Source: an optimization exercise on an open RTL-to-GDS flow (aim: small area). Production flows keep margins and buffers that such runs may drop.
Where RTL was checked, it was by simulation tests only, not by an equivalence proof against the original.
The flow treats the clock pin as an ideal source. Dropping or thinning the clock tree relies on that and would not hold on a real chip.
Power and IR drop assume default switching activity.

==> module Segment_Selector, before the edit <==
module Segment_Selector (
    input wire [3:0] input_bits,     
    input wire dash,                 
    output wire [6:0] segments       
    );
    localparam [15:0] SEG_A = 16'hd7ed;
    localparam [15:0] SEG_B = 16'h279f;
    localparam [15:0] SEG_C = 16'h2ffb;
    localparam [15:0] SEG_D = 16'h796d;
    localparam [15:0] SEG_E = 16'hfd45;
    localparam [15:0] SEG_F = 16'hdf71;
    localparam [15:0] SEG_G = 16'hef7c;
    wire [6:0] hex = {SEG_G[input_bits], SEG_F[input_bits], SEG_E[input_bits], SEG_D[input_bits],
                      SEG_C[input_bits], SEG_B[input_bits], SEG_A[input_bits]};
    wire [6:0] raw_logic = dash ? 7'b1000000 : hex;
    assign segments = ~raw_logic;    
endmodule
Settings: LEC_CHECK=0, CAP_MARGIN=20, CORE_MARGIN=2, CORE_UTILIZATION=40, SLEW_MARGIN=20; clock period 20.0 ns.
standard.sh (not shown) runs the stock make flow with config.mk's settings and CLKGATE_MAP_FILE= SYNTH_SCRIPT=/design/flow/synth_recipe.tcl, a recipe that flattens the netlist after the stock synthesis.
==> flow/flow/run.sh <==
#!/bin/bash
# The standard layout (standard.sh, standard synthesis included) with
# three changes, made through ORFS's own hooks and variables:
# - ports are buffered with the smallest buffer, buf_1 (BUFFER_PORTS_ARGS);
# - clock tree synthesis is replaced by flow/pre_cts.tcl: the clock port
#   drives four clkbuf_8, each driving a quarter of the flip-flops;
# - after clock tree synthesis, flow/post_cts.tcl swaps logic cells for the
#   smallest drive strength of the same function and repairs slew and load.
# standard.sh's full output goes to standard_flow.log; ORFS writes each
# step's log under orfs/logs/.
set -euo pipefail
export BUFFER_PORTS_ARGS="-buffer_cell sky130_fd_sc_hd__buf_1"
export PRE_CTS_TCL="$PWD/flow/pre_cts.tcl"
export POST_CTS_TCL="$PWD/flow/post_cts.tcl"
export CLOCK_BUF_CELL=sky130_fd_sc_hd__clkbuf_8
export CLOCK_BUF_GROUPS=4
bash standard.sh > standard_flow.log 2>&1
Other scripts of this flow, unchanged in this note and not shown: flow/flow/post_cts.tcl, flow/flow/pre_cts.tcl
Edit:
--- a/flow/design.v
+++ b/flow/design.v
@@ -8,12 +8,19 @@
     localparam [15:0] SEG_C = 16'h2ffb;
     localparam [15:0] SEG_D = 16'h796d;
     localparam [15:0] SEG_E = 16'hfd45;
     localparam [15:0] SEG_F = 16'hdf71;
     localparam [15:0] SEG_G = 16'hef7c;
-    wire [6:0] hex = {SEG_G[input_bits], SEG_F[input_bits], SEG_E[input_bits], SEG_D[input_bits],
-                      SEG_C[input_bits], SEG_B[input_bits], SEG_A[input_bits]};
+    wire [15:0] digit;
+    genvar d;
+    generate
+        for (d = 0; d < 16; d = d + 1) begin : dec
+            assign digit[d] = input_bits == d;
+        end
+    endgenerate
+    wire [6:0] hex = {|(digit & SEG_G), |(digit & SEG_F), |(digit & SEG_E), |(digit & SEG_D),
+                      |(digit & SEG_C), |(digit & SEG_B), |(digit & SEG_A)};
     wire [6:0] raw_logic = dash ? 7'b1000000 : hex;
     assign segments = ~raw_logic;    
 endmodule
 module uart_full_ssd_display (
     input clk,                   
What happened:
- total power climbs by 0.96%
- final cell count goes down by about 3%
- routed wire length increases by 8.0%
- worst hold slack degrades by 0.0042 ns
- final area drops by about 2.3%
- core utilization shrinks by 0.55 points
- worst setup slack is better by 0.075 ns
- sequential power hardly moves
- sequential share of layout area grows by 1.2 points
No functional check of the RTL was part of the first run of this note. In every run of this note, the design's own scripts or RTL, not TritonCTS, make the clock network.

---

v6:
Another version of the RTL of uart_full_ssd_display (not shown whole).
Size in the first run: about 270 cells after synthesis, about 15 I/O pins.
==> module uart_full_ssd_display, before the edit <==
module uart_full_ssd_display (
    input clk,                   
    input rst,                   
    input wire uart_rxd,         
    output wire uart_txd,        
    output wire [6:0] segments,  
    output wire [3:0] dig_sel    
    );
    function [8:0] rx_step(input [8:0] s);
        rx_step = {s[7:0], ~(s[8] ^ s[3])};
    endfunction
    function [8:0] tx_step(input [8:0] s);
        tx_step = {s[7:0], ~(s[8] ^ s[4])};
    endfunction
    function [15:0] sel_step(input [15:0] s);
        sel_step = {s[14:0], ~(s[15] ^ s[11] ^ s[2] ^ s[0])};
    endfunction
    localparam [8:0]  RX_SEED  = 9'b000111000;
    localparam [8:0]  RX_HALF  = 9'b011100010;
    localparam [8:0]  RX_END   = 9'b011000010;
    localparam [8:0]  TX_SEED  = 9'b000000000;
    localparam [8:0]  TX_ONE   = 9'b000000001;
    localparam [8:0]  TX_END   = 9'b101101100;
    localparam [15:0] SEL_SEED = 16'b1001111100110101;
    localparam [15:0] SEL_END  = 16'b1111100111111111;
    localparam [4:0]  DONE_W   = 5'd23;
    localparam [15:0] DONE_SEL = 16'b1111100111111110;
    localparam [8:0]  TX_PRE   = 9'b100000000;       
    localparam [8:0]  M9  = 9'b010101010;
    localparam [15:0] M16 = 16'b0101010101010101;
    localparam P_D6    = 4'd6;
    localparam P_STOP  = 4'd8;
    localparam P_IDLE  = 4'd9;
    localparam P_START = 4'd15;
    localparam R_IDLE  = 4'b1011;
    localparam R_J1    = 4'b1100;
    localparam R_J2    = 4'b1010;
    localparam R_J3    = 4'b1001;
    localparam R_S2    = 4'b1110;
    localparam R_S3    = 4'b1101;
    reg [3:0]  rp;
    reg [8:0]  rcx;
    wire [8:0] rc = rcx ^ M9;
    reg [7:0]  rd;
    wire r_hi    = rc[8:1] == RX_HALF[8:1];
    wire r_half  = (RX_HALF[8:1] == RX_END[8:1]) ? r_hi & (rc[0] == RX_HALF[0]) : rc == RX_HALF;
    wire r_end   = (RX_HALF[8:1] == RX_END[8:1]) ? r_hi & (rc[0] == RX_END[0])  : rc == RX_END;
    wire r_data  = ~rp[3];
    wire r_valid = rp == R_J2 || rp == R_S2;     
    wire r_just  = rp == R_J3 || rp == R_S3;     
    always @(posedge clk) begin
        if (~rst) begin
            rp  <= R_IDLE;
            rcx <= RX_SEED ^ M9;
        end else begin
            case (rp)
                R_IDLE, R_J3: begin
                    rcx <= RX_SEED ^ M9;
                    rp  <= uart_rxd ? R_IDLE : P_START;
                end
                R_J1: begin
                    rcx <= RX_SEED ^ M9;
                    rp  <= uart_rxd ? R_J2 : R_S2;
                end
                R_J2: begin
                    rcx <= RX_SEED ^ M9;
                    rp  <= uart_rxd ? R_J3 : R_S3;
                end
                R_S2: begin
                    rcx <= rx_step(rc) ^ M9;
                    rp  <= R_S3;
                end
                R_S3: begin
                    rcx <= rx_step(rc) ^ M9;
                    rp  <= P_START;
                end
                P_STOP: begin
                    if (r_half) begin
                        rcx <= RX_SEED ^ M9;
                        rp  <= R_J1;
                    end else begin
                        rcx <= rx_step(rc) ^ M9;
                    end
                end
                default: begin           
                    if (r_end) begin
                        rcx <= RX_SEED ^ M9;
                        rp  <= rp + 4'd1;
                    end else begin
                        rcx <= rx_step(rc) ^ M9;
                    end
                end
            endcase
        end
    end
    always @(posedge clk) begin
        if (r_data & r_half) rd <= {uart_rxd, rd[7:1]};
    end
    reg [7:0] last_byte;
    always @(posedge clk) begin
        if (r_valid) last_byte <= rd;
    end
    reg [3:0] tp;
    reg [8:0] tcx;
    wire [8:0] tc = tcx ^ M9;
    wire t_data = ~tp[3];
    wire t_idle = tp == P_IDLE;
    wire t_stop = tp == P_STOP;
    wire t_end  = tc == TX_END;
    always @(posedge clk) begin
        if (~rst) begin
            tp  <= P_IDLE;
            tcx <= TX_SEED ^ M9;
        end else if (t_idle) begin
            if (r_just) tp <= P_START;
        end else if (t_end) begin
            tp  <= tp + 4'd1;
            tcx <= (t_stop ? TX_ONE : (tp == P_D6) ? TX_PRE : TX_SEED) ^ M9;
        end else begin
            tcx <= tx_step(tc) ^ M9;
        end
    end
    assign uart_txd = t_data ? last_byte[tp[2:0]] : ~tp[2];
    reg [15:0] selx;
    wire [15:0] sel = selx ^ M16;
    reg [4:0]  w;          
    reg        done;       
    reg        dash;
    reg [3:0]  input_bits;
    wire s_hi     = sel[15:1] == SEL_END[15:1];
    wire wrap     = (SEL_END[15:1] == DONE_SEL[15:1]) ? s_hi & (sel[0] == SEL_END[0])  : sel == SEL_END;
    wire done_sel = (SEL_END[15:1] == DONE_SEL[15:1]) ? s_hi & (sel[0] == DONE_SEL[0]) : sel == DONE_SEL;
    always @(posedge clk) begin
        if (~rst) begin
            selx <= SEL_SEED ^ M16;
            w    <= 5'd0;
            done <= 1'b0;
            dash <= 1'b1;
        end else begin
            selx <= (wrap ? SEL_SEED : sel_step(sel)) ^ M16;
            if (wrap) w <= w + 5'd1;
            if (w == DONE_W && done_sel) done <= 1'b1;
            if (done & r_valid) dash <= 1'b0;
        end
    end
    always @(posedge clk) begin
        if (wrap)
            input_bits <= dash ? 4'd0 : (w[0] ? last_byte[7:4] : last_byte[3:0]);
    end
    wire started = done | (|w);
    assign dig_sel = {started, started, w[0], started & ~w[0]};
    Segment_Selector ssd_display (
        .input_bits(input_bits),
        .dash(dash),
        .segments(segments)
    );
endmodule
Settings: LEC_CHECK=0, CAP_MARGIN=20, CORE_MARGIN=2, CORE_UTILIZATION=40, SLEW_MARGIN=20; clock period 20.0 ns.
==> flow/flow/run.sh <==
#!/bin/bash
# The standard layout (standard.sh) with these changes, made through
# ORFS's own hooks and variables and one step between synthesis and floorplan:
# - after the standard synthesis, flow/resynth.tcl (Yosys + ABC) remaps the
#   combinational logic for area; the flip-flops keep their names and cells.
#   ABC runs flow/area.abc.in with four random seeds, and flow/area_base.abc
#   (no random search) as a fallback; the smallest result is kept;
# - ports are buffered with the smallest buffer, buf_1 (BUFFER_PORTS_ARGS);
# - clock tree synthesis is replaced by flow/pre_cts.tcl: the clock port
#   drives four clkbuf_8, each driving a quarter of the flip-flops;
# - after clock tree synthesis, flow/post_cts.tcl replaces half adders that
#   have an output unused, swaps logic cells for the smallest drive strength
#   of the same function, and repairs slew and load.
# Logs: synth.log, comb_cells.log, resynth_<seed>.log, standard_flow.log
# here, and ORFS's per-step logs under orfs/logs/.
set -euo pipefail
export BUFFER_PORTS_ARGS="-buffer_cell sky130_fd_sc_hd__buf_1"
export PRE_CTS_TCL="$PWD/flow/pre_cts.tcl"
export POST_CTS_TCL="$PWD/flow/post_cts.tcl"
export CLOCK_BUF_CELL=sky130_fd_sc_hd__clkbuf_8
export CLOCK_BUF_GROUPS=4

bash standard.sh synth > synth.log 2>&1

RES=orfs/results/$FLOW_PLATFORM/uart_full_ssd_display/base
export LIB=$FLOW_HOME/platforms/$FLOW_PLATFORM/lib/sky130_fd_sc_hd__tt_025C_1v80.lib
export NETLIST_IN=$RES/1_2_yosys.v.std
DONT_USE=$(make -s -C "$FLOW_HOME" DESIGN_CONFIG="$PWD/config.mk" print-DONT_USE_CELLS 2>/dev/null | sed 's/^DONT_USE_CELLS[ :=]*//')
export ABC_DONT_USE=""
for c in $DONT_USE; do ABC_DONT_USE="$ABC_DONT_USE -dont_use $c"; done
python3 flow/comb_cells.py "$LIB" > comb_cells.v 2> comb_cells.log
cp $RES/1_2_yosys.v $NETLIST_IN
YOSYS="$FLOW_HOME/../tools/install/yosys/bin/yosys"

cp flow/area_base.abc area_0.abc
for s in 1 2 3 4; do
  sed "s/SEED/$s/" flow/area.abc.in > area_$s.abc
done
for s in 0 1 2 3 4; do
  ABC_SCRIPT="$PWD/area_$s.abc" NETLIST_OUT=resynth_$s.v STAT_OUT=resynth_stat_$s.txt \
    "$YOSYS" -c flow/resynth.tcl > resynth_$s.log 2>&1 &
done
wait
best=""
best_area=""
for s in 0 1 2 3 4; do
  a=$(sed -n "s/.*Chip area for module .*: \([0-9.]*\).*/\1/p" resynth_stat_$s.txt 2>/dev/null | tail -n 1 || true)
  [ -n "$a" ] && [ -s resynth_$s.v ] || continue
  if [ -z "$best" ] || python3 -c "import sys; sys.exit(0 if $a < $best_area else 1)"; then
    best=$s
    best_area=$a
  fi
done
echo "resynthesis: run $best, area $best_area" > resynth_choice.log
[ -n "$best" ]
cp resynth_$best.v $RES/1_2_yosys.v
rm -f $RES/1_synth.odb $RES/1_synth.sdc

bash standard.sh > standard_flow.log 2>&1
Other scripts of this flow, unchanged in this note and not shown: flow/flow/area.abc.in, flow/flow/area_base.abc, flow/flow/comb_cells.py, flow/flow/post_cts.tcl, flow/flow/pre_cts.tcl, flow/flow/resynth.tcl
v6 finished every stage and its layout cleared the timing, DRC and antenna checks.
Setup changes, v6 to v7
--- a/flow/design.v
+++ b/flow/design.v
@@ -55,33 +55,37 @@
     localparam P_D6    = 4'd6;
     localparam P_STOP  = 4'd8;
     localparam P_IDLE  = 4'd9;
     localparam P_START = 4'd15;
+    localparam R_HALF  = 4'b0000;
+    localparam R_P8    = 4'b1000;
     localparam R_IDLE  = 4'b1011;
     localparam R_J1    = 4'b1100;
     localparam R_J2    = 4'b1010;
     localparam R_J3    = 4'b1001;
     localparam R_S2    = 4'b1110;
     localparam R_S3    = 4'b1101;
+    localparam R_START = 4'b1111;
     reg [3:0]  rp;
     reg [8:0]  rcx;
     wire [8:0] rc = rcx ^ M9;
-    reg [7:0]  rd;
-    wire r_hi    = rc[8:1] == RX_HALF[8:1];
-    wire r_half  = (RX_HALF[8:1] == RX_END[8:1]) ? r_hi & (rc[0] == RX_HALF[0]) : rc == RX_HALF;
-    wire r_end   = (RX_HALF[8:1] == RX_END[8:1]) ? r_hi & (rc[0] == RX_END[0])  : rc == RX_END;
-    wire r_data  = ~rp[3];
+    reg [7:0]  rb;
+    wire r_half  = rc == RX_HALF;
+    wire r_end   = rc == RX_END;
+    wire r_shift = (rp == R_HALF) ? r_half : (~rp[3] & r_end);    
     wire r_valid = rp == R_J2 || rp == R_S2;     
     wire r_just  = rp == R_J3 || rp == R_S3;     
+    wire r_whole = rp == R_IDLE || rp == R_START || rp == R_HALF || rp == R_J3 || rp == R_S3;
+    wire [2:0] r_shifted = rp[3] ? 3'd0 : rp[2:0];     
     always @(posedge clk) begin
         if (~rst) begin
             rp  <= R_IDLE;
             rcx <= RX_SEED ^ M9;
         end else begin
             case (rp)
                 R_IDLE, R_J3: begin
                     rcx <= RX_SEED ^ M9;
-                    rp  <= uart_rxd ? R_IDLE : P_START;
+                    rp  <= uart_rxd ? R_IDLE : R_START;
                 end
                 R_J1: begin
                     rcx <= RX_SEED ^ M9;
                     rp  <= uart_rxd ? R_J2 : R_S2;
@@ -95,12 +99,20 @@
                     rp  <= R_S3;
                 end
                 R_S3: begin
                     rcx <= rx_step(rc) ^ M9;
-                    rp  <= P_START;
+                    rp  <= R_START;
                 end
-                P_STOP: begin
+                R_HALF: begin
                     if (r_half) begin
+                        rcx <= RX_SEED ^ M9;
+                        rp  <= rp + 4'd1;
+                    end else begin
+                        rcx <= rx_step(rc) ^ M9;
+                    end
+                end
+                R_P8: begin
+                    if (r_end) begin
                         rcx <= RX_SEED ^ M9;
                         rp  <= R_J1;
                     end else begin
                         rcx <= rx_step(rc) ^ M9;
@@ -117,41 +129,43 @@
             endcase
         end
     end
     always @(posedge clk) begin
-        if (r_data & r_half) rd <= {uart_rxd, rd[7:1]};
-    end
-    reg [7:0] last_byte;
-    always @(posedge clk) begin
-        if (r_valid) last_byte <= rd;
+        if (r_shift) rb <= {uart_rxd, rb[7:1]};
     end
     reg [3:0] tp;
     reg [8:0] tcx;
     wire [8:0] tc = tcx ^ M9;
+    reg       tb;
     wire t_data = ~tp[3];
     wire t_idle = tp == P_IDLE;
     wire t_stop = tp == P_STOP;
     wire t_end  = tc == TX_END;
+    wire [3:0] t_next = tp + 4'd1;
     always @(posedge clk) begin
         if (~rst) begin
             tp  <= P_IDLE;
             tcx <= TX_SEED ^ M9;
         end else if (t_idle) begin
             if (r_just) tp <= P_START;
         end else if (t_end) begin
-            tp  <= tp + 4'd1;
+            tp  <= t_next;
             tcx <= (t_stop ? TX_ONE : (tp == P_D6) ? TX_PRE : TX_SEED) ^ M9;
         end else begin
             tcx <= tx_step(tc) ^ M9;
         end
     end
-    assign uart_txd = t_data ? last_byte[tp[2:0]] : ~tp[2];
+    always @(posedge clk) begin
+        if (t_end & ~t_next[3]) tb <= rb[t_next[2:0] - r_shifted];
+    end
+    assign uart_txd = t_data ? tb : ~tp[2];
     reg [15:0] selx;
     wire [15:0] sel = selx ^ M16;
     reg [4:0]  w;          
     reg        done;       
     reg        dash;
     reg [3:0]  input_bits;
+    reg [3:0]  saved;      
     wire s_hi     = sel[15:1] == SEL_END[15:1];
     wire wrap     = (SEL_END[15:1] == DONE_SEL[15:1]) ? s_hi & (sel[0] == SEL_END[0])  : sel == SEL_END;
     wire done_sel = (SEL_END[15:1] == DONE_SEL[15:1]) ? s_hi & (sel[0] == DONE_SEL[0]) : sel == DONE_SEL;
     always @(posedge clk) begin
@@ -166,11 +180,15 @@
             if (w == DONE_W && done_sel) done <= 1'b1;
             if (done & r_valid) dash <= 1'b0;
         end
     end
+    wire [3:0] rb_nibble = w[0] ? rb[7:4] : rb[3:0];
+    always @(posedge clk) begin
+        if (r_whole) saved <= rb_nibble;
+    end
     always @(posedge clk) begin
         if (wrap)
-            input_bits <= dash ? 4'd0 : (w[0] ? last_byte[7:4] : last_byte[3:0]);
+            input_bits <= dash ? 4'd0 : (r_whole ? rb_nibble : saved);
     end
     wire started = done | (|w);
     assign dig_sel = {started, started, w[0], started & ~w[0]};
     Segment_Selector ssd_display (
## What came out
In v7, the share of power burned in the clock network came out 1.2 points above the value in v6. [compare] base=v6 new=v7: setup slack went down; relative area change from synthesis to final layout did not really move; synthesized cell count went up; combinational power went down. Compared with v6, in v7 cell count rose 12, routed metal-1 wirelength fell 1.1%, clock period minus worst slack rose 0.43 ns, multi-input combinational area share rose 3.8 points. v7 and v6 ended up with nearly the same global-route met3 utilization.
No run of this note takes its clock network from TritonCTS; it comes from the design's own scripts or RTL.

-- what the ideal ports hide --
No port has a modelled driver above. Below, the same layouts with a new extraction and two added sets of constraints. Step 1 (the two cells are an assumption about what drives the block):
set clk [get_ports {clk}]
set_driving_cell -lib_cell sky130_fd_sc_hd__clkbuf_16 $clk
set_driving_cell -lib_cell sky130_fd_sc_hd__buf_2 [delete_from_list [all_inputs] $clk]
Step 2 times the ports against the registers' clock, not the clock port: input delays grow and output delays shrink by t, the midpoint of the rising clock arrivals with the driver on. Slacks: ideal ports / drivers / drivers and shift; pairs: ideal ports / drivers.
run	t (ns)	slack for setup (ns)	worst hold slack (ns)	worst register clock-pin slew, ns
the first run of note 1	0.215	14.198 / 14.235 / 14.019	0.386 / 0.386 / 0.386	0.10 / 0.10
the second run of note 1	0.215	14.273 / 14.214 / 14.429	0.382 / 0.382 / 0.382	0.11 / 0.11
v6	0.213	14.158 / 14.102 / 14.015	0.389 / 0.389 / 0.389	0.11 / 0.11
v7	0.212	13.731 / 13.674 / 13.887	0.391 / 0.391 / 0.391	0.10 / 0.10
After both steps setup and hold are still met in every run listed. The setup slack of the first run of note 1, which loses most, moves by +0.037 ns with the drivers and by -0.179 ns with both steps.
